This design comes from an exercise in tuning for small area on the open sky130 flow, not from production work. At most, simulation tests tie the RTL to the original design; equivalence was not proved. Only the layout flow was run in runs 1 and 2; the RTL was not checked for function there.

==> flow/design.v <==
module conv1 (
  input clock,
  input reset,
  input vld_in,
  input [5:0][15:0] in,
  output vld_out,
  output [63:0][15:0] out
);
  reg vld_r;
  always @(posedge clock) vld_r <= vld_in & ~reset;
  assign vld_out = vld_r;
  wire [15:0] i0 = in[0];
  wire [15:0] i1 = in[1];
  wire [15:0] i2 = in[2];
  wire [15:0] i3 = in[3];
  wire [15:0] i4 = in[4];
  wire [15:0] i5 = in[5];
  wire [15:0] a0 = i2 + i4;
  wire [15:0] a1 = i2 + ~i4;
  wire [15:0] a2 = i0 + i1;
  wire [15:0] a3 = ~i1 + i5 + 16'd1;
  wire [15:0] a4 = i3 + i5;
  wire [15:0] a5 = i0 + ~a4 + 16'd1;
  wire [15:0] a6 = i3 + a0;
  wire [15:0] a7 = i5 + a2;
  wire [15:0] a8 = i3 + ~a1;
  wire [15:0] a9 = i1 + ~i3 + 16'd1;
  wire [15:0] a10 = i0 + ~a9;
  wire [15:0] a11 = i0 + ~a3 + 16'd1;
  wire [15:0] a12 = i2 + i5;
  wire [15:0] a13 = i1 + a12;
  wire [15:0] a14 = ~i1 + a5;
  wire [15:0] a15 = ~a0 + ~a3 + 16'd2;
  wire [15:0] a16 = a1 + a4 + 16'd1;
  wire [15:0] a17 = a9 + ~a15 + 16'd1;
  wire [15:0] a18 = a4 + a15;
  wire [15:0] a19 = i4 + a5;
  wire [15:0] a20 = ~i0 + ~a16 + 16'd2;
  wire [15:0] a21 = ~a6 + ~a11 + 16'd2;
  wire [15:0] a22 = ~a2 + a17 + 16'd1;
  reg [15:0] r0;
  always @(posedge clock) r0 <= a14;
  reg [15:0] r1;
  always @(posedge clock) r1 <= i4;
  reg [15:0] r2;
  always @(posedge clock) r2 <= a5;
  reg [15:0] r3;
  always @(posedge clock) r3 <= a6;
  reg [15:0] r4;
  always @(posedge clock) r4 <= a0;
  reg [15:0] r5;
  always @(posedge clock) r5 <= i2;
  reg [15:0] r6;
  always @(posedge clock) r6 <= a7;
  reg [15:0] r7;
  always @(posedge clock) r7 <= a8;
  reg [15:0] r8;
  always @(posedge clock) r8 <= a1;
  reg [15:0] r9;
  always @(posedge clock) r9 <= i1;
  reg [15:0] r10;
  always @(posedge clock) r10 <= a10;
  reg [15:0] r11;
  always @(posedge clock) r11 <= a11;
  reg [15:0] r12;
  always @(posedge clock) r12 <= a2;
  reg [15:0] r13;
  always @(posedge clock) r13 <= a15;
  reg [15:0] r14;
  always @(posedge clock) r14 <= i5;
  reg [15:0] r15;
  always @(posedge clock) r15 <= a21;
  reg [15:0] r16;
  always @(posedge clock) r16 <= a16;
  reg [15:0] r17;
  always @(posedge clock) r17 <= a20;
  reg [15:0] r18;
  always @(posedge clock) r18 <= a17;
  reg [15:0] r19;
  always @(posedge clock) r19 <= a3;
  reg [15:0] r20;
  always @(posedge clock) r20 <= a22;
  reg [15:0] r21;
  always @(posedge clock) r21 <= a18;
  reg [15:0] r22;
  always @(posedge clock) r22 <= a19;
  reg [15:0] r23;
  always @(posedge clock) r23 <= a13;
  wire [15:0] b0 = ~r6 + r12 + 16'd1;
  wire [15:0] b1 = ~r5 + r18 + 16'd1;
  wire [15:0] b2 = r13 + ~r21 + 16'd1;
  wire [15:0] b3 = r4 + ~r14 + 16'd1;
  wire [15:0] b4 = r3 + ~r9 + 16'd1;
  wire [15:0] b5 = r5 + r13;
  wire [15:0] b6 = r5 + ~r23 + 16'd1;
  wire [15:0] b7 = r8 + ~r23 + 16'd2;
  wire [15:0] b8 = ~r12 + r22 + 16'd1;
  wire [15:0] b9 = r2 + ~r12 + 16'd1;
  wire [15:0] b10 = r14 + ~r7 + r9 + 16'd1;
  wire [15:0] b11 = r18 + ~r19 + 16'd1;
  wire [15:0] b12 = ~r1 + r23 + 16'd1;
  wire [15:0] b13 = r0 + ~r8 + 16'd1;
  wire [15:0] b14 = r0 + ~r1 + 16'd2;
  wire [15:0] b15 = r0 + r1 + 16'd1;
  wire [15:0] b16 = r14 + ~r1 + r10 + 16'd2;
  wire [15:0] b17 = ~r10 + r14;
  wire [15:0] b18 = ~r1 + ~r10 + 16'd1;
  wire [15:0] b19 = ~r0 + ~r4 + 16'd1;
  wire [15:0] b20 = r14 + ~r7 + r10 + 16'd2;
  wire [15:0] b21 = ~r0 + ~r3 + 16'd1;
  wire [15:0] b22 = r10 + r18 + 16'd1;
  wire [15:0] b23 = ~r4 + ~r10 + 16'd1;
  wire [15:0] b24 = r2 + ~r4 + 16'd1;
  wire [15:0] b25 = r5 + ~r22 + 16'd1;
  wire [15:0] b26 = ~r19 + r20 + 16'd1;
  wire [15:0] b27 = ~r7 + r21 + r20 + 16'd1;
  wire [15:0] b28 = ~r9 + r11 + 16'd1;
  wire [15:0] b29 = r2 + r5;
  wire [15:0] b30 = ~r11 + r21 + 16'd1;
  wire [15:0] b31 = ~r14 + r16 + r22 + 16'd1;
  wire [15:0] b32 = r12 + ~r13 + 16'd1;
  wire [15:0] b33 = r14 + r17;
  wire [15:0] b34 = ~r3 + r6 + 16'd1;
  wire [15:0] b35 = r12 + ~r16 + 16'd1;
  wire [15:0] b36 = r14 + r1 + ~r20 + 16'd1;
  wire [15:0] b37 = r6 + r7;
  wire [15:0] b38 = ~r1 + r11 + 16'd1;
  wire [15:0] b39 = r1 + ~r6 + 16'd1;
  wire [15:0] b40 = ~r6 + r7 + 16'd1;
  wire [15:0] b41 = r14 + ~r23 + ~r2 + 16'd2;
  wire [15:0] b42 = r12 + r18;
  wire [15:0] b43 = r8 + r11 + 16'd1;
  wire [15:0] b44 = ~r8 + ~r12 + 16'd1;
  wire [15:0] b45 = r4 + r6;
  wire [15:0] b46 = r1 + r15;
  wire [15:0] b47 = r3 + r6;
  assign out[0] = b42;
  assign out[1] = b31;
  assign out[2] = b20;
  assign out[3] = r22;
  assign out[4] = b44;
  assign out[5] = b39;
  assign out[6] = r13;
  assign out[7] = b2;
  assign out[8] = b6;
  assign out[9] = b12;
  assign out[10] = b30;
  assign out[11] = b14;
  assign out[12] = b19;
  assign out[13] = b22;
  assign out[14] = b13;
  assign out[15] = b33;
  assign out[16] = b3;
  assign out[17] = r9;
  assign out[18] = r20;
  assign out[19] = b32;
  assign out[20] = b17;
  assign out[21] = b0;
  assign out[22] = b45;
  assign out[23] = b26;
  assign out[24] = r2;
  assign out[25] = b15;
  assign out[26] = r19;
  assign out[27] = b38;
  assign out[28] = r11;
  assign out[29] = b23;
  assign out[30] = b28;
  assign out[31] = b37;
  assign out[32] = b7;
  assign out[33] = b16;
  assign out[34] = r17;
  assign out[35] = b36;
  assign out[36] = b25;
  assign out[37] = b41;
  assign out[38] = b27;
  assign out[39] = b29;
  assign out[40] = b21;
  assign out[41] = r21;
  assign out[42] = b9;
  assign out[43] = b10;
  assign out[44] = b36;
  assign out[45] = r23;
  assign out[46] = b40;
  assign out[47] = b35;
  assign out[48] = b34;
  assign out[49] = r15;
  assign out[50] = 16'd0;
  assign out[51] = b1;
  assign out[52] = b46;
  assign out[53] = r16;
  assign out[54] = b43;
  assign out[55] = r7;
  assign out[56] = b9;
  assign out[57] = b11;
  assign out[58] = b8;
  assign out[59] = b47;
  assign out[60] = b18;
  assign out[61] = b24;
  assign out[62] = b4;
  assign out[63] = b5;
endmodule
==> flow/flow/run.sh <==
#!/bin/bash
# Layout flow: standard synthesis (for the register list), then the hand-mapped
# adder netlist generated by flow/gen.py from flow/plan.json replaces the
# synthesized netlist; the rest is the standard ORFS flow, with port buffers
# of the smallest buffer cell.
set -eo pipefail
R=orfs/results/sky130hd/conv1/base
bash standard.sh synth > std_synth.log 2>&1
cp $R/1_2_yosys.v std_1_2_yosys.v
python3 flow/gen.py flow/plan.json std_1_2_yosys.v hand_netlist.v > gen.log 2>&1
cp hand_netlist.v $R/1_2_yosys.v
rm -f $R/1_synth.odb
bash standard.sh BUFFER_PORTS_ARGS="-buffer_cell sky130_fd_sc_hd__buf_1" PLACE_PINS_ARGS="-min_distance 1 -min_distance_in_tracks" POST_GLOBAL_PLACE_TCL=$PWD/flow/post_gpl.tcl ROUTING_LAYER_ADJUSTMENT=0.15 finish > std_finish.log 2>&1
==> flow/flow/gen.py <==
# Generates the hand-mapped gate netlist for conv1 from plan.json.
# usage: python3 gen.py plan.json std_netlist.v out_netlist.v
import json, sys, re, random, os
sys.path.insert(0, os.path.dirname(os.path.abspath(__file__)))
from nlgen3 import generate, write
plan = json.load(open(sys.argv[1]))
std = open(sys.argv[2]).read()
ffs = re.findall(r"sky130_fd_sc_hd__(dfxtp_\d)\s+(\\\S+|\S+)\s*\(", std)
stdnames = set(n for t, n in ffs)
# register-bit signatures from random simulation of the plan
M = 0xFFFF
rnd = random.Random(1)
N = 256
sigs = {}
vals = []
for t in range(N):
    x = [rnd.randrange(65536) for _ in range(6)]
    v = {f"i{j}": x[j] for j in range(6)}
    for nd in plan['nodes']:
        if nd['stage'] != 'A': continue
        op = lambda n, i: (~v[n]) & M if i else v[n]
        if nd.get('type') == 'inc': v[nd['name']] = (op(nd['a'], nd['inva']) + 1) & M
        else: v[nd['name']] = (sum(op(s_, i_) for s_, i_ in nd['ops']) + nd['const']) & M
    vals.append({r['name']: v[r['src']] for r in plan['regs']})
def sig(r, i): return tuple((vals[t][r] >> i) & 1 for t in range(N))
def ffn(r, i): return f"\\{r}[{i}]$_DFF_P_"
alias = {}
present = {}
for r in plan['regs']:
    for i in range(16):
        s = sig(r['name'], i)
        if ffn(r['name'], i) in stdnames: present.setdefault(s, (r['name'], i))
for r in plan['regs']:
    for i in range(16):
        if ffn(r['name'], i) not in stdnames:
            s = sig(r['name'], i)
            assert s in present, ('missing reg bit', r['name'], i)
            alias[(r['name'], i)] = present[s]
def ffname(r, i):
    if r == 'vld_r': return "\\vld_r$_DFF_P_ "
    return ffn(r, i) + " "
nl, assigns = generate(plan, ffname=ffname, alias=alias)
mine = len(re.findall(r"dfxtp_1", "\n".join(nl.lines)))
print('std ffs', len(ffs), 'mine', mine, 'aliases', alias)
assert mine == len(ffs)
write(nl, assigns, sys.argv[3])
print('area', round(nl.area, 1))
==> flow/flow/post_gpl.tcl <==
# Upsize the input-port buffers that buffer_ports inserted (they drive the
# stage-A fanout); output-port buffers stay at the smallest buffer cell.
foreach c [get_cells input*] {
  if {[regexp {^input[0-9]+$} [get_full_name $c]] && [get_property $c ref_name] eq "sky130_fd_sc_hd__buf_1"} {
    replace_cell $c sky130_fd_sc_hd__buf_4
  }
}
==> flow/standard.sh <==
#!/bin/bash
# synth_recipe.tcl (not shown) runs the flow's synth.tcl, then flattens the netlist and writes it again
# the make line also repeats each setting of config.mk as NAME=value (left out here)
make -C /OpenROAD-flow-scripts/flow DESIGN_CONFIG=/design/flow/config.mk WORK_HOME=/design/flow/orfs CLKGATE_MAP_FILE= SYNTH_SCRIPT=/design/flow/synth_recipe.tcl "${@:-finish}"
==> flow/config.mk <==
export PLATFORM = sky130hd
export DESIGN_NAME = conv1
export DESIGN_NICKNAME = conv1
export VERILOG_FILES = /design/flow/design.v
export SDC_FILE = /design/flow/constraint.sdc
export NUM_CORES = 8
export LEC_CHECK = 0
export CAP_MARGIN = 20
export CORE_MARGIN = 2
export CORE_UTILIZATION = 50
export GPL_TIMING_DRIVEN = 1
export SETUP_SLACK_MARGIN = 0.05
export SLEW_MARGIN = 20
==> flow/constraint.sdc <==
create_clock -name core_clock -period 6.0 [get_ports {clock}]
set_input_delay 1.2000 -clock core_clock [delete_from_list [all_inputs] [get_ports {clock}]]
set_output_delay 1.2000 -clock core_clock [all_outputs]
set_load 0.01 [all_outputs]
Not shown: flow/flow/nlgen3.py, flow/flow/plan.json
==> summary.md, run 1 <==
| Metric | Value |
|---|---|
| Status | did not finish |
| Failed at | global routing |
| Err | [ERROR GRT-0116] Global routing finished with congestion. Check the congestion regions in the DRC Viewer. |
| Dpl cells | 7861 |
| Top Ports | 1124 |
| Placed Area | ~0.052 mm² |
| Clk root buf | clkbuf_16 |
| Met2 usage | between 70% and 80% |
| CTS Hold Bufs | 0 |
| Synth Area per Inst | 8.12 µm² |
| Gr ovfl total | 2 |
| Synth Warn # | 1 |
| Met1 Resource Use GR | between 50% and 60% |
| GRT busiest layer | met2 |
| Buffers on Ports | approximately 1.1k |
| Starting density of the core | about half |
| Post-CTS Resized | between 150 and 200 |
| Longest Clk Path Bufs | 3 |
| HPWL Detailed | about 160000 µm |
| Setup Fix Bufs, Post-CTS | 2 |
| Vias in the first global route | a little over 40k |
| Cells after synthesis | between 4k and 5k |
| First-pass GRT wire length | about 260000 µm |
| Met3 global-route usage | 12.7% |
| Die X | a little under 300 µm |
| H-Tree Level Count | 2 |
| CTS buffer count | between 40 and 50 |
| Post-synth design cell area | 0.0405 mm² |
| Pin count of the biggest net entering global routing | 16 |
| Die Y | between 200 and 300 µm |
| Std-Cell Rows | 104 |
| Pre-CTS WS | -0.491 ns |
| All-Layer GR Usage | 43.6% |
==> run 2, diff against run 1 <==
--- a/flow/flow/run.sh
+++ b/flow/flow/run.sh
@@ -10,4 +10,4 @@
 python3 flow/gen.py flow/plan.json std_1_2_yosys.v hand_netlist.v > gen.log 2>&1
 cp hand_netlist.v $R/1_2_yosys.v
 rm -f $R/1_synth.odb
-bash standard.sh BUFFER_PORTS_ARGS="-buffer_cell sky130_fd_sc_hd__buf_1" PLACE_PINS_ARGS="-min_distance 1 -min_distance_in_tracks" POST_GLOBAL_PLACE_TCL=$PWD/flow/post_gpl.tcl ROUTING_LAYER_ADJUSTMENT=0.15 finish > std_finish.log 2>&1
+bash standard.sh BUFFER_PORTS_ARGS="-buffer_cell sky130_fd_sc_hd__buf_1" PLACE_PINS_ARGS="-min_distance 1 -min_distance_in_tracks" POST_GLOBAL_PLACE_TCL=$PWD/flow/post_gpl.tcl GLOBAL_ROUTE_ARGS="-congestion_iterations 100 -congestion_report_iter_step 5 -verbose -allow_congestion" finish > std_finish.log 2>&1
==> run 2 against run 1 <==
  * Synthesized cell count did not move
  * Now clean on timing, DRC and antenna
  * Area after synthesis unchanged
==> summary.md, run 2 <==
| Metric | Value |
|---|---|
| Gr ovfl total | 0 |
| Placed Area | 0.0516 mm² (unchanged) |
| Dpl cells | 7861 (unchanged) |
| Slew HR | between 30% and 40% |
| Via density | around 5.4 |
| Fin. Hold Viols | 0 |
| Slew @ Worst Pin | 1.05 ns |
| P&R area growth vs syn | 36.5% |
| Design area | 0.0553 mm² |
| Hold worst-path end | r5[15] |
| Routed Wire Length | around 190000 µm |
| Std-Cell Rows | 104 (unchanged) |
| # DRC | 0 |
| Critical Path Sink Type | primary output |
| Data arrival, critical path | 4.65 ns |
| First-pass GRT wire length | roughly 260000 µm |
| Worst Path Required | between 4 and 5 ns |
| Pin count of the biggest net entering global routing | 16 |
| Core box area | 0.0804 mm² |
| Longest Clk Path Bufs | 3 (unchanged) |
| Status | finished clean (was did not finish) |
| Worst-path clk slew | approximately 0.06 ns |
| Per-cell routed wire length | 24.1 µm |
| Hold Path Stages | 1 |
| Most common cell after layout, fill and taps aside | xor2_1 |
| Slew Limit Fails | 0 |
| Crit path kind | reg -> out |
| Period Utilization, post-route | 97.5% |
| CTS buffer count | 46 (unchanged) |
| Min-delay worst type | in -> reg |
| Setup_tns | 0 ns |
| Starting density of the core | 50.4% (unchanged) |
| CP startpoint kind | flop |
| Top Ports | 1124 (unchanged) |
| Hold wc startpoint | in[47] |
| RSZ-0062 raised after global routing | yes |
| Post-synth design cell area | 0.0405 mm² (unchanged) |
| Most frequent cells in the layout | xor2_1 (1498), buf_1 (1000), buf_4 (801) |
| Synth Area per Inst | 8.12 µm² (unchanged) |
| Clk root buf | clkbuf_16 (unchanged) |
| Die X | 289 µm (unchanged) |
| Drt first pass iters | 5 |
| Die Y | 289 µm (unchanged) |
| Vias in the first global route | 39.1k |
| Buffers on Ports | 1107 (unchanged) |
| Fill count | between 7k and 8k |
| DRT antenna net count | 0 |
| All-Layer GR Usage | a little over two fifths |
| Post-Layout Cell Count | 7968 |
| Sink Count | ~390 |
| Final #Nets | approximately 7k |
| Post-route minimum period | about 5.9 ns |
| Initial antenna violation count | 6 |
| Fraction of layout cells with a size suffix above 1 | about a fifth |
| Max FO, Critical Path | 9 |
| DR iter-0 viols | about 3.4k |
| H-Tree Level Count | 2 (unchanged) |
| CTS tree | done |
| Max_cap viols | 0 |
| Synth Warn # | 1 (unchanged) |
| Via count | ~43k |
| Die area | 0.0834 mm² |
| HPWL Detailed | 160000 µm (unchanged) |
| CTS Hold Bufs | 0 (unchanged) |
| Final setup viols | 0 |
| Cells after synthesis | 4991 (unchanged) |
| F_max | between 0.15 and 0.2 GHz |
[run 2: layout make-up]
| type | instances | area [µm²] | share of cell area [%] |
|---|---|---|---|
| diodes | 6 | 15.0 | 0.0271 |
| multi-input cells | 4500 | 34200 | 61.9 |
| repair buffers | 1813 | 9850 | 17.8 |
| flip-flops and latches | 385 | 7750 | 14.0 |
| clock inverters | 26 | 430 | 0.778 |
| inverters | 121 | 454 | 0.821 |
| clock buffers | 57 | 1260 | 2.28 |
| well taps | 1060 | 1330 | 2.40 |
[run 2: worst max-delay path, stage by stage (launching register included)]
cell	delay, ns
dfxtp_1	0.31
buf_4	0.14
buf_8	0.15
fa_2	0.57
xor2_2	0.18
a21oi_2	0.10
o21ai_2	0.25
a21oi_4	0.11
o21ai_4	0.25
a21oi_2	0.11
o21ai_2	0.20
a21oi_2	0.10
o21ai_2	0.20
a21oi_2	0.11
o21ai_2	0.20
a21oi_2	0.12
o21ai_2	0.26
a21oi_2	0.11
o21ai_1	0.16
xor2_1	0.23
clkbuf_2	0.18
[run 2: worst max path at each step]
stage / from / end / slack (ns) / depth (start not counted)
2_1_floorplan: in[17] / r20[14] / 0.23 / 24
3_3_place_gp: in[32] / r17[15] / -0.37 / 26
3_5_place_dp: in[81] / r20[15] / -0.49 / 30
4_1_cts: r19[1] / out[383] / 0.04 / 21
5_1_grt: r6[0] / out[511] / -0.05 / 18
6_report: r14[1] / out[575] / 0.15 / 20
[run 2: layer usage]
layer,routed length [µm],GRT usage [%]
met1,73700,52.0
met2,86700,70.6
met3,18700,11.8
met4,13100,24.5
met5,14,0.114
[run 2: metrics by stage]
step / utilization, % / setup slack (ns) / hold WS (ns)
3_5_place_dp: 64.2 / -0.491 / 1.36
5_1_grt: 68.8 / -0.0483 / 0.732
3_3_place_gp: 63.7 / -0.373 / 1.35
2_1_floorplan: - / 0.227 / 1.23
4_1_cts: 67.1 / 0.0397 / 0.728
6_report: 68.8 / 0.147 / 0.740
[run 2: repair_timing]
item	4_1_cts	5_1_grt
gates resized for setup	185	270
pin swaps	6	36
setup endpoints to repair	90	122
setup buffers	2	16
==> run 3, diff against run 2 <==
==> flow/design.v (replaced) <==
module conv1 (
  input clock,
  input reset,
  input vld_in,
  input [5:0][15:0] in,
  output vld_out,
  output [63:0][15:0] out
);
  reg vld_r;
  always @(posedge clock) vld_r <= vld_in & ~reset;
  assign vld_out = vld_r;
  wire [15:0] i0 = in[0];
  wire [15:0] i1 = in[1];
  wire [15:0] i2 = in[2];
  wire [15:0] i3 = in[3];
  wire [15:0] i4 = in[4];
  wire [15:0] i5 = in[5];
  wire [15:0] a0 = i2 + i4;
  wire [15:0] a1 = i1 + ~i3 + 16'd1;
  wire [15:0] a2 = i0 + i3;
  wire [15:0] a3 = i4 + i5;
  wire [15:0] a4 = i0 + i2;
  wire [15:0] a5 = i0 + ~i5 + 16'd1;
  wire [15:0] a6 = i4 + ~i5 + 16'd1;
  wire [15:0] a7 = i2 + ~a6;
  wire [15:0] a8 = i2 + a6;
  wire [15:0] a9 = ~i3 + a5 + 16'd1;
  wire [15:0] a10 = i1 + a4;
  wire [15:0] a11 = i1 + a6;
  wire [15:0] a12 = i0 + a1;
  wire [15:0] a13 = i1 + ~a3 + 16'd1;
  wire [15:0] a14 = i1 + a2;
  wire [15:0] a15 = i1 + a5;
  wire [15:0] a16 = ~a7 + ~a15 + 16'd1;
  wire [15:0] a17 = i4 + a9;
  wire [15:0] a18 = ~i2 + a14 + 16'd1;
  wire [15:0] a19 = ~i5 + a10;
  wire [15:0] a20 = a1 + ~a5 + 16'd1;
  wire [15:0] a21 = a3 + a10;
  wire [15:0] a22 = ~a0 + ~a9 + 16'd2;
  wire [15:0] a23 = ~a8 + ~a14 + 16'd2;
  reg [15:0] r0;
  always @(posedge clock) r0 <= a7;
  reg [15:0] r1;
  always @(posedge clock) r1 <= a8;
  reg [15:0] r2;
  always @(posedge clock) r2 <= a0;
  reg [15:0] r3;
  always @(posedge clock) r3 <= a1;
  reg [15:0] r4;
  always @(posedge clock) r4 <= a2;
  reg [15:0] r5;
  always @(posedge clock) r5 <= a9;
  reg [15:0] r6;
  always @(posedge clock) r6 <= i3;
  reg [15:0] r7;
  always @(posedge clock) r7 <= a16;
  reg [15:0] r8;
  always @(posedge clock) r8 <= a10;
  reg [15:0] r9;
  always @(posedge clock) r9 <= a11;
  reg [15:0] r10;
  always @(posedge clock) r10 <= a12;
  reg [15:0] r11;
  always @(posedge clock) r11 <= i2;
  reg [15:0] r12;
  always @(posedge clock) r12 <= a13;
  reg [15:0] r13;
  always @(posedge clock) r13 <= a3;
  reg [15:0] r14;
  always @(posedge clock) r14 <= i1;
  reg [15:0] r15;
  always @(posedge clock) r15 <= a21;
  reg [15:0] r16;
  always @(posedge clock) r16 <= a14;
  reg [15:0] r17;
  always @(posedge clock) r17 <= a4;
  reg [15:0] r18;
  always @(posedge clock) r18 <= a17;
  reg [15:0] r19;
  always @(posedge clock) r19 <= a22;
  reg [15:0] r20;
  always @(posedge clock) r20 <= a5;
  reg [15:0] r21;
  always @(posedge clock) r21 <= a18;
  reg [15:0] r22;
  always @(posedge clock) r22 <= a23;
  reg [15:0] r23;
  always @(posedge clock) r23 <= a19;
  reg [15:0] r24;
  always @(posedge clock) r24 <= a15;
  reg [15:0] r25;
  always @(posedge clock) r25 <= a20;
  wire [15:0] b0 = r1 + ~r2 + 16'd1;
  wire [15:0] b1 = r3 + ~r12 + 16'd1;
  wire [15:0] b2 = ~r4 + r20 + 16'd1;
  wire [15:0] b3 = r7 + r16;
  wire [15:0] b4 = r0 + r6 + 16'd1;
  wire [15:0] b5 = r2 + ~r3 + 16'd1;
  wire [15:0] b6 = ~r11 + r12 + 16'd1;
  wire [15:0] b7 = r19 + r24;
  wire [15:0] b8 = r17 + ~r23;
  wire [15:0] b9 = r5 + ~r10 + 16'd1;
  wire [15:0] b10 = ~r15 + r17 + 16'd1;
  wire [15:0] b11 = ~r8 + ~r19 + 16'd2;
  wire [15:0] b12 = ~r16 + r20 + 16'd1;
  wire [15:0] b13 = r0 + r3 + 16'd1;
  wire [15:0] b14 = r2 + r3;
  wire [15:0] b15 = r0 + r14 + 16'd1;
  wire [15:0] b16 = r8 + ~r20 + 16'd1;
  wire [15:0] b17 = ~r0 + ~r9 + r18 + 16'd1;
  wire [15:0] b18 = ~r13 + ~r9 + r18 + 16'd2;
  wire [15:0] b19 = ~r14 + r18 + 16'd1;
  wire [15:0] b20 = r4 + ~r9 + 16'd1;
  wire [15:0] b21 = ~r13 + r25 + 16'd1;
  wire [15:0] b22 = r14 + r19;
  wire [15:0] b23 = ~r9 + r17 + 16'd1;
  wire [15:0] b24 = r3 + r19;
  wire [15:0] b25 = ~r12 + r17 + 16'd1;
  wire [15:0] b26 = ~r13 + ~r11 + r25 + 16'd2;
  wire [15:0] b27 = ~r2 + r5 + 16'd1;
  wire [15:0] b28 = r11 + ~r18 + 16'd1;
  wire [15:0] b29 = r2 + ~r4 + 16'd1;
  wire [15:0] b30 = r0 + ~r4 + 16'd2;
  wire [15:0] b31 = r5 + r11;
  wire [15:0] b32 = r11 + r20;
  wire [15:0] b33 = r8 + ~r12 + 16'd1;
  wire [15:0] b34 = r3 + r7;
  wire [15:0] b35 = ~r0 + ~r4 + 16'd1;
  wire [15:0] b36 = ~r1 + r10 + 16'd1;
  wire [15:0] b37 = ~r0 + r10;
  wire [15:0] b38 = r13 + ~r21 + 16'd1;
  wire [15:0] b39 = r13 + r21;
  wire [15:0] b40 = ~r2 + r23 + 16'd2;
  wire [15:0] b41 = r1 + ~r8 + 16'd1;
  wire [15:0] b42 = ~r0 + ~r10 + 16'd1;
  wire [15:0] b43 = r6 + ~r23;
  wire [15:0] b44 = ~r6 + r15 + 16'd1;
  wire [15:0] b45 = r8 + ~r13 + 16'd1;
  wire [15:0] b46 = ~r6 + ~r23 + 16'd1;
  wire [15:0] b47 = r6 + r15;
  assign out[0] = b44;
  assign out[1] = b32;
  assign out[2] = b23;
  assign out[3] = r18;
  assign out[4] = r7;
  assign out[5] = b41;
  assign out[6] = b6;
  assign out[7] = b2;
  assign out[8] = b9;
  assign out[9] = b15;
  assign out[10] = r19;
  assign out[11] = b18;
  assign out[12] = b22;
  assign out[13] = b25;
  assign out[14] = b17;
  assign out[15] = b34;
  assign out[16] = r1;
  assign out[17] = r14;
  assign out[18] = b38;
  assign out[19] = b33;
  assign out[20] = r25;
  assign out[21] = b0;
  assign out[22] = r15;
  assign out[23] = b29;
  assign out[24] = r5;
  assign out[25] = b19;
  assign out[26] = b8;
  assign out[27] = b40;
  assign out[28] = r24;
  assign out[29] = b26;
  assign out[30] = r20;
  assign out[31] = b39;
  assign out[32] = b10;
  assign out[33] = b20;
  assign out[34] = b35;
  assign out[35] = r21;
  assign out[36] = b28;
  assign out[37] = b43;
  assign out[38] = b30;
  assign out[39] = b31;
  assign out[40] = b24;
  assign out[41] = b7;
  assign out[42] = b12;
  assign out[43] = b13;
  assign out[44] = r21;
  assign out[45] = b16;
  assign out[46] = b42;
  assign out[47] = b37;
  assign out[48] = b36;
  assign out[49] = r22;
  assign out[50] = 16'd0;
  assign out[51] = b1;
  assign out[52] = b46;
  assign out[53] = b4;
  assign out[54] = b45;
  assign out[55] = b3;
  assign out[56] = b12;
  assign out[57] = b14;
  assign out[58] = b11;
  assign out[59] = b47;
  assign out[60] = b21;
  assign out[61] = b27;
  assign out[62] = b5;
  assign out[63] = r12;
endmodule
--- a/flow/flow/run.sh
+++ b/flow/flow/run.sh
@@ -10,4 +10,4 @@
 python3 flow/gen.py flow/plan.json std_1_2_yosys.v hand_netlist.v > gen.log 2>&1
 cp hand_netlist.v $R/1_2_yosys.v
 rm -f $R/1_synth.odb
-bash standard.sh BUFFER_PORTS_ARGS="-buffer_cell sky130_fd_sc_hd__buf_1" PLACE_PINS_ARGS="-min_distance 1 -min_distance_in_tracks" POST_GLOBAL_PLACE_TCL=$PWD/flow/post_gpl.tcl GLOBAL_ROUTE_ARGS="-congestion_iterations 100 -congestion_report_iter_step 5 -verbose -allow_congestion" finish > std_finish.log 2>&1
+bash standard.sh BUFFER_PORTS_ARGS="-buffer_cell sky130_fd_sc_hd__buf_1" PLACE_PINS_ARGS="-min_distance 1 -min_distance_in_tracks" POST_GLOBAL_PLACE_TCL=$PWD/flow/post_gpl.tcl finish > std_finish.log 2>&1
==> flow/flow/plan.json (replaced) <==
{"nodes": [{"name": "a0", "stage": "A", "ops": [["i2", false], ["i4", false]], "const": 0, "lvl": 1, "kf": 3, "la": false, "_opol": [[0, 0, 0, 0, 0, 0, 0, 0, 0, 0, 0, 0, 0, 0, 0, 0], [0, 0, 0, 0, 0, 0, 0, 0, 0, 0, 0, 0, 0, 0, 0, 0]]}, {"name": "a1", "stage": "A", "ops": [["i1", false], ["i3", true]], "const": 1, "lvl": 1, "kf": 3, "la": false, "_opol": [[0, 0, 0, 0, 0, 0, 0, 0, 0, 0, 0, 0, 0, 0, 0, 0], [1, 1, 1, 1, 1, 1, 1, 1, 1, 1, 1, 1, 1, 1, 1, 1]]}, {"name": "a2", "stage": "A", "ops": [["i0", false], ["i3", false]], "const": 0, "lvl": 1, "kf": 3, "la": false, "_opol": [[0, 0, 0, 0, 0, 0, 0, 0, 0, 0, 0, 0, 0, 0, 0, 0], [0, 0, 0, 0, 0, 0, 0, 0, 0, 0, 0, 0, 0, 0, 0, 0]]}, {"name": "a3", "stage": "A", "ops": [["i4", false], ["i5", false]], "const": 0, "lvl": 1, "kf": 4, "la": false, "_opol": [[0, 0, 0, 0, 0, 0, 0, 0, 0, 0, 0, 0, 0, 0, 0, 0], [0, 0, 0, 0, 0, 0, 0, 0, 0, 0, 0, 0, 0, 0, 0, 0]]}, {"name": "a4", "stage": "A", "ops": [["i0", false], ["i2", false]], "const": 0, "lvl": 1, "kf": 4, "la": false, "_opol": [[0, 0, 0, 0, 0, 0, 0, 0, 0, 0, 0, 0, 0, 0, 0, 0], [0, 0, 0, 0, 0, 0, 0, 0, 0, 0, 0, 0, 0, 0, 0, 0]]}, {"name": "a5", "stage": "A", "ops": [["i0", false], ["i5", true]], "const": 1, "lvl": 1, "kf": 2, "la": false, "_opol": [[0, 0, 0, 0, 0, 0, 0, 0, 0, 0, 0, 0, 0, 0, 0, 0], [1, 1, 1, 1, 1, 1, 1, 1, 1, 1, 1, 1, 1, 1, 1, 1]]}, {"name": "a6", "stage": "A", "ops": [["i4", false], ["i5", true]], "const": 1, "lvl": 1, "kf": 3, "la": false, "_opol": [[0, 0, 0, 0, 0, 0, 0, 0, 0, 0, 0, 0, 0, 0, 0, 0], [1, 1, 1, 1, 1, 1, 1, 1, 1, 1, 1, 1, 1, 1, 1, 1]]}, {"name": "a7", "stage": "A", "ops": [["i2", false], ["a6", true]], "const": 0, "lvl": 2, "kf": 4, "la": false, "_opol": [[0, 0, 0, 0, 0, 0, 0, 0, 0, 0, 0, 0, 0, 0, 0, 0], [0, 1, 1, 0, 1, 0, 1, 0, 1, 0, 1, 0, 1, 0, 1, 1]]}, {"name": "a8", "stage": "A", "ops": [["i2", false], ["a6", false]], "const": 0, "lvl": 2, "kf": 3, "la": false, "_opol": [[0, 0, 0, 0, 0, 0, 0, 0, 0, 0, 0, 0, 0, 0, 0, 0], [1, 0, 0, 1, 0, 1, 0, 1, 0, 1, 0, 1, 0, 1, 0, 0]]}, {"name": "a9", "stage": "A", "ops": [["i3", true], ["a5", false]], "const": 1, "lvl": 2, "kf": 2, "la": false, "_opol": [[1, 1, 1, 1, 1, 1, 1, 1, 1, 1, 1, 1, 1, 1, 1, 1], [0, 0, 0, 0, 0, 0, 0, 0, 0, 0, 0, 0, 0, 0, 0, 0]]}, {"name": "a10", "stage": "A", "ops": [["i1", false], ["a4", false]], "const": 0, "lvl": 2, "kf": 4, "la": false, "_opol": [[0, 0, 0, 0, 0, 0, 0, 0, 0, 0, 0, 0, 0, 0, 0, 0], [0, 0, 0, 0, 0, 0, 0, 0, 0, 0, 0, 0, 0, 0, 0, 0]]}, {"name": "a11", "stage": "A", "ops": [["i1", false], ["a6", false]], "const": 0, "lvl": 2, "kf": 4, "la": false, "_opol": [[0, 0, 0, 0, 0, 0, 0, 0, 0, 0, 0, 0, 0, 0, 0, 0], [1, 0, 0, 1, 0, 1, 0, 1, 0, 1, 0, 1, 0, 1, 0, 0]]}, {"name": "a12", "stage": "A", "ops": [["i0", false], ["a1", false]], "const": 0, "lvl": 2, "kf": 4, "la": false, "_opol": [[0, 0, 0, 0, 0, 0, 0, 0, 0, 0, 0, 0, 0, 0, 0, 0], [0, 0, 0, 0, 0, 0, 0, 0, 0, 0, 0, 0, 0, 0, 0, 0]]}, {"name": "a13", "stage": "A", "ops": [["i1", false], ["a3", true]], "const": 1, "lvl": 2, "kf": 4, "la": false, "_opol": [[0, 0, 0, 0, 0, 0, 0, 0, 0, 0, 0, 0, 0, 0, 0, 0], [1, 1, 1, 1, 1, 1, 1, 1, 1, 1, 1, 1, 1, 1, 1, 1]]}, {"name": "a14", "stage": "A", "ops": [["i1", false], ["a2", false]], "const": 0, "lvl": 2, "kf": 3, "la": false, "_opol": [[0, 0, 0, 0, 0, 0, 0, 0, 0, 0, 0, 0, 0, 0, 0, 0], [0, 0, 0, 0, 0, 0, 0, 0, 0, 0, 0, 0, 0, 0, 0, 0]]}, {"name": "a15", "stage": "A", "ops": [["i1", false], ["a5", false]], "const": 0, "lvl": 2, "kf": 4, "la": false, "_opol": [[0, 0, 0, 0, 0, 0, 0, 0, 0, 0, 0, 0, 0, 0, 0, 0], [0, 0, 0, 0, 0, 0, 0, 0, 0, 0, 0, 0, 0, 0, 0, 0]]}, {"name": "a16", "stage": "A", "ops": [["a7", true], ["a15", true]], "const": 1, "lvl": 3, "kf": 4, "la": false, "_opol": [[1, 1, 1, 1, 1, 1, 1, 1, 1, 1, 1, 1, 1, 1, 1, 1], [1, 1, 1, 1, 1, 1, 1, 1, 1, 1, 1, 1, 1, 1, 1, 1]]}, {"name": "a17", "stage": "A", "ops": [["i4", false], ["a9", false]], "const": 0, "lvl": 3, "kf": 3, "la": false, "_opol": [[0, 0, 0, 0, 0, 0, 0, 0, 0, 0, 0, 0, 0, 0, 0, 0], [0, 0, 0, 0, 0, 0, 0, 0, 0, 0, 0, 0, 0, 0, 0, 0]]}, {"name": "a18", "stage": "A", "ops": [["i2", true], ["a14", false]], "const": 1, "lvl": 3, "kf": 4, "la": false, "_opol": [[1, 1, 1, 1, 1, 1, 1, 1, 1, 1, 1, 1, 1, 1, 1, 1], [0, 0, 0, 0, 0, 0, 0, 0, 0, 0, 0, 0, 0, 0, 0, 0]]}, {"name": "a19", "stage": "A", "ops": [["i5", true], ["a10", false]], "const": 0, "lvl": 3, "kf": 4, "la": false, "_opol": [[1, 1, 1, 1, 1, 1, 1, 1, 1, 1, 1, 1, 1, 1, 1, 1], [0, 0, 0, 0, 0, 0, 0, 0, 0, 0, 0, 0, 0, 0, 0, 0]]}, {"name": "a20", "stage": "A", "ops": [["a1", false], ["a5", true]], "const": 1, "lvl": 2, "kf": 3, "la": false, "_opol": [[0, 0, 0, 0, 0, 0, 0, 0, 0, 0, 0, 0, 0, 0, 0, 0], [1, 1, 1, 1, 1, 1, 1, 1, 1, 1, 1, 1, 1, 1, 1, 1]]}, {"name": "a21", "stage": "A", "ops": [["a3", false], ["a10", false]], "const": 0, "lvl": 3, "kf": 4, "la": false, "_opol": [[0, 0, 0, 0, 0, 0, 0, 0, 0, 0, 0, 0, 0, 0, 0, 0], [0, 0, 0, 0, 0, 0, 0, 0, 0, 0, 0, 0, 0, 0, 0, 0]]}, {"name": "a22", "stage": "A", "ops": [["a0", true], ["a9", true]], "const": 2, "lvl": 3, "kf": 2, "la": false, "_opol": [[1, 1, 1, 1, 1, 1, 1, 1, 1, 1, 1, 1, 1, 1, 1, 1], [1, 1, 1, 1, 1, 1, 1, 1, 1, 1, 1, 1, 1, 1, 1, 1]]}, {"name": "a23", "stage": "A", "ops": [["a8", true], ["a14", true]], "const": 2, "lvl": 3, "kf": 3, "la": false, "_opol": [[1, 1, 1, 1, 1, 1, 1, 1, 1, 1, 1, 1, 1, 1, 1, 1], [1, 1, 1, 1, 1, 1, 1, 1, 1, 1, 1, 1, 1, 1, 1, 1]]}, {"name": "b0", "stage": "B", "ops": [["r1", false], ["r2", true]], "const": 1, "lvl": 1, "kf": 1, "la": false, "_opol": [[0, 0, 0, 0, 0, 0, 0, 0, 0, 0, 0, 0, 0, 0, 0, 0], [1, 1, 1, 1, 1, 1, 1, 1, 1, 1, 1, 1, 1, 1, 1, 1]]}, {"name": "b1", "stage": "B", "ops": [["r3", false], ["r12", true]], "const": 1, "lvl": 1, "kf": 1, "la": false, "_opol": [[0, 0, 0, 0, 0, 0, 0, 0, 0, 0, 0, 0, 0, 0, 0, 0], [1, 1, 1, 1, 1, 1, 1, 1, 1, 1, 1, 1, 1, 1, 1, 1]]}, {"name": "b2", "stage": "B", "ops": [["r4", true], ["r20", false]], "const": 1, "lvl": 1, "kf": 1, "la": false, "_opol": [[1, 1, 1, 1, 1, 1, 1, 1, 1, 1, 1, 1, 1, 1, 1, 1], [0, 0, 0, 0, 0, 0, 0, 0, 0, 0, 0, 0, 0, 0, 0, 0]]}, {"name": "b3", "stage": "B", "ops": [["r7", false], ["r16", false]], "const": 0, "lvl": 1, "kf": 1, "la": false, "_opol": [[0, 0, 0, 0, 0, 0, 0, 0, 0, 0, 0, 0, 0, 0, 0, 0], [0, 0, 0, 0, 0, 0, 0, 0, 0, 0, 0, 0, 0, 0, 0, 0]]}, {"name": "b4", "stage": "B", "ops": [["r0", false], ["r6", false]], "const": 1, "lvl": 1, "kf": 1, "la": false, "_opol": [[0, 0, 0, 0, 0, 0, 0, 0, 0, 0, 0, 0, 0, 0, 0, 0], [0, 0, 0, 0, 0, 0, 0, 0, 0, 0, 0, 0, 0, 0, 0, 0]]}, {"name": "b5", "stage": "B", "ops": [["r2", false], ["r3", true]], "const": 1, "lvl": 1, "kf": 1, "la": false, "_opol": [[0, 0, 0, 0, 0, 0, 0, 0, 0, 0, 0, 0, 0, 0, 0, 0], [1, 1, 1, 1, 1, 1, 1, 1, 1, 1, 1, 1, 1, 1, 1, 1]]}, {"name": "b6", "stage": "B", "ops": [["r11", true], ["r12", false]], "const": 1, "lvl": 1, "kf": 1, "la": false, "_opol": [[1, 1, 1, 1, 1, 1, 1, 1, 1, 1, 1, 1, 1, 1, 1, 1], [0, 0, 0, 0, 0, 0, 0, 0, 0, 0, 0, 0, 0, 0, 0, 0]]}, {"name": "b7", "stage": "B", "ops": [["r19", false], ["r24", false]], "const": 0, "lvl": 1, "kf": 1, "la": false, "_opol": [[0, 0, 0, 0, 0, 0, 0, 0, 0, 0, 0, 0, 0, 0, 0, 0], [0, 0, 0, 0, 0, 0, 0, 0, 0, 0, 0, 0, 0, 0, 0, 0]]}, {"name": "b8", "stage": "B", "ops": [["r17", false], ["r23", true]], "const": 0, "lvl": 1, "kf": 1, "la": false, "_opol": [[0, 0, 0, 0, 0, 0, 0, 0, 0, 0, 0, 0, 0, 0, 0, 0], [1, 1, 1, 1, 1, 1, 1, 1, 1, 1, 1, 1, 1, 1, 1, 1]]}, {"name": "b9", "stage": "B", "ops": [["r5", false], ["r10", true]], "const": 1, "lvl": 1, "kf": 1, "la": false, "_opol": [[0, 0, 0, 0, 0, 0, 0, 0, 0, 0, 0, 0, 0, 0, 0, 0], [1, 1, 1, 1, 1, 1, 1, 1, 1, 1, 1, 1, 1, 1, 1, 1]]}, {"name": "b10", "stage": "B", "ops": [["r15", true], ["r17", false]], "const": 1, "lvl": 1, "kf": 1, "la": false, "_opol": [[1, 1, 1, 1, 1, 1, 1, 1, 1, 1, 1, 1, 1, 1, 1, 1], [0, 0, 0, 0, 0, 0, 0, 0, 0, 0, 0, 0, 0, 0, 0, 0]]}, {"name": "b11", "stage": "B", "ops": [["r8", true], ["r19", true]], "const": 2, "lvl": 1, "kf": 1, "la": false, "_opol": [[1, 1, 1, 1, 1, 1, 1, 1, 1, 1, 1, 1, 1, 1, 1, 1], [1, 1, 1, 1, 1, 1, 1, 1, 1, 1, 1, 1, 1, 1, 1, 1]]}, {"name": "b12", "stage": "B", "ops": [["r16", true], ["r20", false]], "const": 1, "lvl": 1, "kf": 1, "la": false, "_opol": [[1, 1, 1, 1, 1, 1, 1, 1, 1, 1, 1, 1, 1, 1, 1, 1], [0, 0, 0, 0, 0, 0, 0, 0, 0, 0, 0, 0, 0, 0, 0, 0]]}, {"name": "b13", "stage": "B", "ops": [["r0", false], ["r3", false]], "const": 1, "lvl": 1, "kf": 1, "la": false, "_opol": [[0, 0, 0, 0, 0, 0, 0, 0, 0, 0, 0, 0, 0, 0, 0, 0], [0, 0, 0, 0, 0, 0, 0, 0, 0, 0, 0, 0, 0, 0, 0, 0]]}, {"name": "b14", "stage": "B", "ops": [["r2", false], ["r3", false]], "const": 0, "lvl": 1, "kf": 1, "la": false, "_opol": [[0, 0, 0, 0, 0, 0, 0, 0, 0, 0, 0, 0, 0, 0, 0, 0], [0, 0, 0, 0, 0, 0, 0, 0, 0, 0, 0, 0, 0, 0, 0, 0]]}, {"name": "b15", "stage": "B", "ops": [["r0", false], ["r14", false]], "const": 1, "lvl": 1, "kf": 1, "la": false, "_opol": [[0, 0, 0, 0, 0, 0, 0, 0, 0, 0, 0, 0, 0, 0, 0, 0], [0, 0, 0, 0, 0, 0, 0, 0, 0, 0, 0, 0, 0, 0, 0, 0]]}, {"name": "b16", "stage": "B", "ops": [["r8", false], ["r20", true]], "const": 1, "lvl": 1, "kf": 1, "la": false, "_opol": [[0, 0, 0, 0, 0, 0, 0, 0, 0, 0, 0, 0, 0, 0, 0, 0], [1, 1, 1, 1, 1, 1, 1, 1, 1, 1, 1, 1, 1, 1, 1, 1]]}, {"name": "b17", "stage": "B", "ops": [["r0", true], ["r9", true], ["r18", false]], "const": 1, "lvl": 1, "kf": 1, "la": false, "_opol": [[1, 1, 1, 1, 1, 1, 1, 1, 1, 1, 1, 1, 1, 1, 1, 1], [1, 1, 1, 1, 1, 1, 1, 1, 1, 1, 1, 1, 1, 1, 1, 1]]}, {"name": "b18", "stage": "B", "ops": [["r13", true], ["r9", true], ["r18", false]], "const": 2, "lvl": 1, "kf": 1, "la": false, "_opol": [[1, 1, 1, 1, 1, 1, 1, 1, 1, 1, 1, 1, 1, 1, 1, 1], [1, 1, 1, 1, 1, 1, 1, 1, 1, 1, 1, 1, 1, 1, 1, 1]]}, {"name": "b19", "stage": "B", "ops": [["r14", true], ["r18", false]], "const": 1, "lvl": 1, "kf": 1, "la": false, "_opol": [[1, 1, 1, 1, 1, 1, 1, 1, 1, 1, 1, 1, 1, 1, 1, 1], [0, 0, 0, 0, 0, 0, 0, 0, 0, 0, 0, 0, 0, 0, 0, 0]]}, {"name": "b20", "stage": "B", "ops": [["r4", false], ["r9", true]], "const": 1, "lvl": 1, "kf": 1, "la": false, "_opol": [[0, 0, 0, 0, 0, 0, 0, 0, 0, 0, 0, 0, 0, 0, 0, 0], [1, 1, 1, 1, 1, 1, 1, 1, 1, 1, 1, 1, 1, 1, 1, 1]]}, {"name": "b21", "stage": "B", "ops": [["r13", true], ["r25", false]], "const": 1, "lvl": 1, "kf": 1, "la": false, "_opol": [[1, 1, 1, 1, 1, 1, 1, 1, 1, 1, 1, 1, 1, 1, 1, 1], [0, 0, 0, 0, 0, 0, 0, 0, 0, 0, 0, 0, 0, 0, 0, 0]]}, {"name": "b22", "stage": "B", "ops": [["r14", false], ["r19", false]], "const": 0, "lvl": 1, "kf": 1, "la": false, "_opol": [[0, 0, 0, 0, 0, 0, 0, 0, 0, 0, 0, 0, 0, 0, 0, 0], [0, 0, 0, 0, 0, 0, 0, 0, 0, 0, 0, 0, 0, 0, 0, 0]]}, {"name": "b23", "stage": "B", "ops": [["r9", true], ["r17", false]], "const": 1, "lvl": 1, "kf": 1, "la": false, "_opol": [[1, 1, 1, 1, 1, 1, 1, 1, 1, 1, 1, 1, 1, 1, 1, 1], [0, 0, 0, 0, 0, 0, 0, 0, 0, 0, 0, 0, 0, 0, 0, 0]]}, {"name": "b24", "stage": "B", "ops": [["r3", false], ["r19", false]], "const": 0, "lvl": 1, "kf": 1, "la": false, "_opol": [[0, 0, 0, 0, 0, 0, 0, 0, 0, 0, 0, 0, 0, 0, 0, 0], [0, 0, 0, 0, 0, 0, 0, 0, 0, 0, 0, 0, 0, 0, 0, 0]]}, {"name": "b25", "stage": "B", "ops": [["r12", true], ["r17", false]], "const": 1, "lvl": 1, "kf": 1, "la": false, "_opol": [[1, 1, 1, 1, 1, 1, 1, 1, 1, 1, 1, 1, 1, 1, 1, 1], [0, 0, 0, 0, 0, 0, 0, 0, 0, 0, 0, 0, 0, 0, 0, 0]]}, {"name": "b26", "stage": "B", "ops": [["r13", true], ["r11", true], ["r25", false]], "const": 2, "lvl": 1, "kf": 1, "la": false, "_opol": [[1, 1, 1, 1, 1, 1, 1, 1, 1, 1, 1, 1, 1, 1, 1, 1], [1, 1, 1, 1, 1, 1, 1, 1, 1, 1, 1, 1, 1, 1, 1, 1]]}, {"name": "b27", "stage": "B", "ops": [["r2", true], ["r5", false]], "const": 1, "lvl": 1, "kf": 1, "la": false, "_opol": [[1, 1, 1, 1, 1, 1, 1, 1, 1, 1, 1, 1, 1, 1, 1, 1], [0, 0, 0, 0, 0, 0, 0, 0, 0, 0, 0, 0, 0, 0, 0, 0]]}, {"name": "b28", "stage": "B", "ops": [["r11", false], ["r18", true]], "const": 1, "lvl": 1, "kf": 1, "la": false, "_opol": [[0, 0, 0, 0, 0, 0, 0, 0, 0, 0, 0, 0, 0, 0, 0, 0], [1, 1, 1, 1, 1, 1, 1, 1, 1, 1, 1, 1, 1, 1, 1, 1]]}, {"name": "b29", "stage": "B", "ops": [["r2", false], ["r4", true]], "const": 1, "lvl": 1, "kf": 1, "la": false, "_opol": [[0, 0, 0, 0, 0, 0, 0, 0, 0, 0, 0, 0, 0, 0, 0, 0], [1, 1, 1, 1, 1, 1, 1, 1, 1, 1, 1, 1, 1, 1, 1, 1]]}, {"name": "b30", "stage": "B", "ops": [["r0", false], ["r4", true]], "const": 2, "lvl": 1, "kf": 1, "la": false, "_opol": [[0, 0, 0, 0, 0, 0, 0, 0, 0, 0, 0, 0, 0, 0, 0, 0], [1, 1, 1, 1, 1, 1, 1, 1, 1, 1, 1, 1, 1, 1, 1, 1]]}, {"name": "b31", "stage": "B", "ops": [["r5", false], ["r11", false]], "const": 0, "lvl": 1, "kf": 1, "la": false, "_opol": [[0, 0, 0, 0, 0, 0, 0, 0, 0, 0, 0, 0, 0, 0, 0, 0], [0, 0, 0, 0, 0, 0, 0, 0, 0, 0, 0, 0, 0, 0, 0, 0]]}, {"name": "b32", "stage": "B", "ops": [["r11", false], ["r20", false]], "const": 0, "lvl": 1, "kf": 1, "la": false, "_opol": [[0, 0, 0, 0, 0, 0, 0, 0, 0, 0, 0, 0, 0, 0, 0, 0], [0, 0, 0, 0, 0, 0, 0, 0, 0, 0, 0, 0, 0, 0, 0, 0]]}, {"name": "b33", "stage": "B", "ops": [["r8", false], ["r12", true]], "const": 1, "lvl": 1, "kf": 1, "la": false, "_opol": [[0, 0, 0, 0, 0, 0, 0, 0, 0, 0, 0, 0, 0, 0, 0, 0], [1, 1, 1, 1, 1, 1, 1, 1, 1, 1, 1, 1, 1, 1, 1, 1]]}, {"name": "b34", "stage": "B", "ops": [["r3", false], ["r7", false]], "const": 0, "lvl": 1, "kf": 1, "la": false, "_opol": [[0, 0, 0, 0, 0, 0, 0, 0, 0, 0, 0, 0, 0, 0, 0, 0], [0, 0, 0, 0, 0, 0, 0, 0, 0, 0, 0, 0, 0, 0, 0, 0]]}, {"name": "b35", "stage": "B", "ops": [["r0", true], ["r4", true]], "const": 1, "lvl": 1, "kf": 1, "la": false, "_opol": [[1, 1, 1, 1, 1, 1, 1, 1, 1, 1, 1, 1, 1, 1, 1, 1], [1, 1, 1, 1, 1, 1, 1, 1, 1, 1, 1, 1, 1, 1, 1, 1]]}, {"name": "b36", "stage": "B", "ops": [["r1", true], ["r10", false]], "const": 1, "lvl": 1, "kf": 1, "la": false, "_opol": [[1, 1, 1, 1, 1, 1, 1, 1, 1, 1, 1, 1, 1, 1, 1, 1], [0, 0, 0, 0, 0, 0, 0, 0, 0, 0, 0, 0, 0, 0, 0, 0]]}, {"name": "b37", "stage": "B", "ops": [["r0", true], ["r10", false]], "const": 0, "lvl": 1, "kf": 1, "la": false, "_opol": [[1, 1, 1, 1, 1, 1, 1, 1, 1, 1, 1, 1, 1, 1, 1, 1], [0, 0, 0, 0, 0, 0, 0, 0, 0, 0, 0, 0, 0, 0, 0, 0]]}, {"name": "b38", "stage": "B", "ops": [["r13", false], ["r21", true]], "const": 1, "lvl": 1, "kf": 1, "la": false, "_opol": [[0, 0, 0, 0, 0, 0, 0, 0, 0, 0, 0, 0, 0, 0, 0, 0], [1, 1, 1, 1, 1, 1, 1, 1, 1, 1, 1, 1, 1, 1, 1, 1]]}, {"name": "b39", "stage": "B", "ops": [["r13", false], ["r21", false]], "const": 0, "lvl": 1, "kf": 1, "la": false, "_opol": [[0, 0, 0, 0, 0, 0, 0, 0, 0, 0, 0, 0, 0, 0, 0, 0], [0, 0, 0, 0, 0, 0, 0, 0, 0, 0, 0, 0, 0, 0, 0, 0]]}, {"name": "b40", "stage": "B", "ops": [["r2", true], ["r23", false]], "const": 2, "lvl": 1, "kf": 1, "la": false, "_opol": [[1, 1, 1, 1, 1, 1, 1, 1, 1, 1, 1, 1, 1, 1, 1, 1], [0, 0, 0, 0, 0, 0, 0, 0, 0, 0, 0, 0, 0, 0, 0, 0]]}, {"name": "b41", "stage": "B", "ops": [["r1", false], ["r8", true]], "const": 1, "lvl": 1, "kf": 1, "la": false, "_opol": [[0, 0, 0, 0, 0, 0, 0, 0, 0, 0, 0, 0, 0, 0, 0, 0], [1, 1, 1, 1, 1, 1, 1, 1, 1, 1, 1, 1, 1, 1, 1, 1]]}, {"name": "b42", "stage": "B", "ops": [["r0", true], ["r10", true]], "const": 1, "lvl": 1, "kf": 1, "la": false, "_opol": [[1, 1, 1, 1, 1, 1, 1, 1, 1, 1, 1, 1, 1, 1, 1, 1], [1, 1, 1, 1, 1, 1, 1, 1, 1, 1, 1, 1, 1, 1, 1, 1]]}, {"name": "b43", "stage": "B", "ops": [["r6", false], ["r23", true]], "const": 0, "lvl": 1, "kf": 1, "la": false, "_opol": [[0, 0, 0, 0, 0, 0, 0, 0, 0, 0, 0, 0, 0, 0, 0, 0], [1, 1, 1, 1, 1, 1, 1, 1, 1, 1, 1, 1, 1, 1, 1, 1]]}, {"name": "b44", "stage": "B", "ops": [["r6", true], ["r15", false]], "const": 1, "lvl": 1, "kf": 1, "la": false, "_opol": [[1, 1, 1, 1, 1, 1, 1, 1, 1, 1, 1, 1, 1, 1, 1, 1], [0, 0, 0, 0, 0, 0, 0, 0, 0, 0, 0, 0, 0, 0, 0, 0]]}, {"name": "b45", "stage": "B", "ops": [["r8", false], ["r13", true]], "const": 1, "lvl": 1, "kf": 1, "la": false, "_opol": [[0, 0, 0, 0, 0, 0, 0, 0, 0, 0, 0, 0, 0, 0, 0, 0], [1, 1, 1, 1, 1, 1, 1, 1, 1, 1, 1, 1, 1, 1, 1, 1]]}, {"name": "b46", "stage": "B", "ops": [["r6", true], ["r23", true]], "const": 1, "lvl": 1, "kf": 1, "la": false, "_opol": [[1, 1, 1, 1, 1, 1, 1, 1, 1, 1, 1, 1, 1, 1, 1, 1], [1, 1, 1, 1, 1, 1, 1, 1, 1, 1, 1, 1, 1, 1, 1, 1]]}, {"name": "b47", "stage": "B", "ops": [["r6", false], ["r15", false]], "const": 0, "lvl": 1, "kf": 1, "la": false, "_opol": [[0, 0, 0, 0, 0, 0, 0, 0, 0, 0, 0, 0, 0, 0, 0, 0], [0, 0, 0, 0, 0, 0, 0, 0, 0, 0, 0, 0, 0, 0, 0, 0]]}], "regs": [{"name": "r0", "src": "a7"}, {"name": "r1", "src": "a8"}, {"name": "r2", "src": "a0"}, {"name": "r3", "src": "a1"}, {"name": "r4", "src": "a2"}, {"name": "r5", "src": "a9"}, {"name": "r6", "src": "i3"}, {"name": "r7", "src": "a16"}, {"name": "r8", "src": "a10"}, {"name": "r9", "src": "a11"}, {"name": "r10", "src": "a12"}, {"name": "r11", "src": "i2"}, {"name": "r12", "src": "a13"}, {"name": "r13", "src": "a3"}, {"name": "r14", "src": "i1"}, {"name": "r15", "src": "a21"}, {"name": "r16", "src": "a14"}, {"name": "r17", "src": "a4"}, {"name": "r18", "src": "a17"}, {"name": "r19", "src": "a22"}, {"name": "r20", "src": "a5"}, {"name": "r21", "src": "a18"}, {"name": "r22", "src": "a23"}, {"name": "r23", "src": "a19"}, {"name": "r24", "src": "a15"}, {"name": "r25", "src": "a20"}], "outs": ["b44", "b32", "b23", "r18", "r7", "b41", "b6", "b2", "b9", "b15", "r19", "b18", "b22", "b25", "b17", "b34", "r1", "r14", "b38", "b33", "r25", "b0", "r15", "b29", "r5", "b19", "b8", "b40", "r24", "b26", "r20", "b39", "b10", "b20", "b35", "r21", "b28", "b43", "b30", "b31", "b24", "b7", "b12", "b13", "r21", "b16", "b42", "b37", "b36", "r22", null, "b1", "b46", "b4", "b45", "b3", "b12", "b14", "b11", "b47", "b21", "b27", "b5", "r12"], "cost": 21140, "conf": 2}
==> run 3 against run 2 <==
  * Still clean
  * Synthesized cell count down 3.4%
  * First-iteration DRC count fell by 16%
  * Hold slack lost 0.0049 ns
  * Critical endpoint is now out[207]
  * Largest cell class unchanged
==> summary.md, run 3 <==
| Metric | Value |
|---|---|
| Worst-path clk slew | 0.06 ns (about the same) |
| CP peak stage delay | 0.33 ns (was 0.57 ns) |
| Slew HR | 36.5% (was 30.0%) |
| Final core utilization | 67.8% (was 68.8%) |
| Routed Wire Length | 181000 µm (was 192000 µm) |
| Per-cell routed wire length | 23.4 µm (was 24.1 µm) |
| P&R area growth vs syn | 35.1% (was 36.5%) |
| Sink Count | 417 (was 385) |
| Setup_tns | 0 ns (unchanged) |
| Final setup viols | 0 (unchanged) |
| CP Cell Sequence | buf_4 > and2_0 > a21oi_2 > o21ai_2 > a21oi_2 > o21ai_2 > buf_4 > a21oi_2 > o21ai_1 > buf_4 > a21oi_2 > o21ai_2 > a21oi_4 > o21ai_2 > a21oi_2 > o21ai_1 > a21oi_1 > buf_4 > o21ai_1 > xor2_1 > buf_1 (was buf_4 > buf_8 > fa_2 > xor2_2 > a21oi_2 > o21ai_2 > a21oi_4 > o21ai_4 > a21oi_2 > o21ai_2 > a21oi_2 > o21ai_2 > a21oi_2 > o21ai_2 > a21oi_2 > o21ai_2 > a21oi_2 > o21ai_1 > xor2_1 > clkbuf_2) |
| Pre-CTS WS | -0.389 ns (was -0.491 ns) |
| Vias in the first global route | 37.3k (was 39.1k) |
| Met1 Resource Use GR | 52.2% (was 52.0%) |
| Starting density of the core | 50.2% (was 50.4%) |
| Gr ovfl total | 0 (unchanged) |
| CTS Hold Bufs | 0 (unchanged) |
| Critical Path Source | r19[1] (was r14[1]) |
| Synth Area per Inst | 8.19 µm² (was 8.12 µm²) |
| Top Ports | 1124 (unchanged) |
| CP startpoint kind | flop (unchanged) |
| Worst Setup EP | out[207] (was out[575]) |
| Std-Cell Rows | 103 (was 104) |
| Critical Path Sink Type | primary output (unchanged) |
| Data arrival, critical path | 4.69 ns (was 4.65 ns) |
| Worst Path Required | 4.80 ns (about the same) |
| DRT antenna net count | 0 (unchanged) |
| Die Y | 285 µm (was 289 µm) |
| CTS tree | done (unchanged) |
| All-Layer GR Usage | 42.0% (was 43.5%) |
| Core box area | 0.0786 mm² (was 0.0804 mm²) |
| Slew @ Worst Pin | 0.952 ns (was 1.05 ns) |
| Most used cell, CP | a21oi_2 (unchanged) |
| Worst Hold Slack | 0.735 ns (was 0.740 ns) |
| Drt first pass iters | 7 (was 5) |
| Slew Limit Fails | 0 (unchanged) |
| Max_cap viols | 0 (unchanged) |
| Post-route minimum period | 5.89 ns (was 5.85 ns) |
| First-pass GRT wire length | 251000 µm (was 264000 µm) |
| Synth Warn # | 1 (unchanged) |
| DR iter-0 viols | 2865 (was 3415) |
| Via count | 41.1k (was 42.7k) |
| Die X | 285 µm (was 289 µm) |
| Pin count of the biggest net entering global routing | 16 (unchanged) |
| Crit path kind | reg -> out (unchanged) |
| Setup WS post-layout | 0.114 ns (was 0.147 ns) |
| Met2 usage | 69.1% (was 70.6%) |
| Hold wc startpoint | reset (was in[47]) |
| CTS buffer count | 49 (was 46) |
| Max FO, Critical Path | 8 (was 9) |
| Most common cell after layout, fill and taps aside | xor2_1 (unchanged) |
| RSZ-0062 raised after global routing | yes (unchanged) |
| CP delay by family, top | compound AO/OA/AOI/OAI gates (unchanged) |
| Status | finished clean (unchanged) |
| Die area | 0.0812 mm² (was 0.0834 mm²) |
| GRT busiest layer | met2 (unchanged) |
| Clk root buf | clkbuf_16 (unchanged) |
| Cells after synthesis | 4821 (was 4991) |
| Fraction of layout cells with a size suffix above 1 | 17.5% (was 19.1%) |
| Via density | 5.32 (was 5.36) |
| Buffers on Ports | 1107 (unchanged) |
| Min-delay worst type | in -> reg (unchanged) |
| H-Tree Level Count | 2 (unchanged) |
| Initial antenna violation count | 11 (was 6) |
| Period Utilization, post-route | 98.1% (was 97.5%) |
| Crit path depth | 21 (was 20) |
| Longest Clk Path Bufs | 3 (unchanged) |
| Fin. Hold Viols | 0 (unchanged) |
| Slowest stage cell on the critical path | dfxtp_1 (was fa_2) |
| Design area | 0.0533 mm² (was 0.0553 mm²) |
| Dpl cells | 7622 (was 7861) |
| Fill count | 7067 (was 7168) |
| Post-synth design cell area | 0.0395 mm² (was 0.0405 mm²) |
| Worst Path Buf+Inv | 5 (was 3) |
| Most frequent cells in the layout | xor2_1 (1590), buf_1 (1009), buf_4 (741) (was xor2_1 (1498), buf_1 (1000), buf_4 (801)) |
| Post-Layout Cell Count | 7730 (was 7968) |
| HPWL Detailed | 153000 µm (was 160000 µm) |
| # DRC | 0 (unchanged) |
| F_max | 0.170 GHz (was 0.171 GHz) |
| Placed Area | 0.0501 mm² (was 0.0516 mm²) |
| Final #Nets | 6838 (was 7102) |
| Met3 global-route usage | 9.32% (was 11.8%) |
-- run 3: metal layers --
metal  part of all wire, %  wire length [µm]  vias up
li1                      -                 -    19156
met1                    40             72500    19601
met2                    45             82400     1872
met3                   8.8             15900      473
met4                   5.7             10300       10
met5                 0.031                57        -
-- run 3: layout make-up --
| class | instances | area [µm²] | area share (%) |
|---|---|---|---|
| repair buffers | 1752 | 9380 | 17.6 |
| inverters | 71 | 267 | 0.500 |
| diodes | 8 | 20.0 | 0.0375 |
| clock inverters | 17 | 323 | 0.605 |
| flip-flops and latches | 417 | 8400 | 15.7 |
| multi-input cells | 4348 | 32300 | 60.5 |
| well taps | 1050 | 1310 | 2.46 |
| clock buffers | 67 | 1370 | 2.58 |
-- run 3: worst min path at each step --
stage / end / slack, ns / depth (start not counted)
floorplan: r11[0] / 1.23 / 0
global placement: vld_r / 1.36 / 2
detailed placement: vld_r / 1.36 / 2
CTS: vld_r / 0.71 / 2
global route: vld_r / 0.74 / 2
finish: vld_r / 0.74 / 2
-- run 3: repair_timing --
item,CTS,global route
buffers inserted,4,12
gates cloned,0,0
endpoints found under the setup margin,96,110
pin swaps,4,17
hold endpoints to repair,0,0
gates resized for setup,145,219

[afterwards: timing with drivers on the ports]
Ports are ideal in the flow. The routed layouts listed here were re-timed in OpenROAD. Step 1 sets driving cells, clkbuf_16 on the clock port and buf_2 on the other inputs (assumed; they add their load-dependent delay and slew). Step 2 moves the port delays by t, midway between the first and last clock arrival at a register: inputs arrive t later, outputs are due t later. That takes back most of the time a late clock gives input paths. a / b / c = ideal / step 1 / step 2; a / b = the first two.
| run | t, ns | slack for setup (ns) | worst setup path after step 2 |
|---|---|---|---|
| run 2 | 0.679 | 0.147 / 0.071 / -0.314 | input to register |
| run 3 | 0.685 | 0.114 / 0.038 / -0.355 | input to register |
With both steps, setup timing fails in run 2 and run 3, where it was met with ideal ports. The setup slack of run 3, which loses most, moves by -0.076 ns with the drivers and by -0.469 ns with both steps.
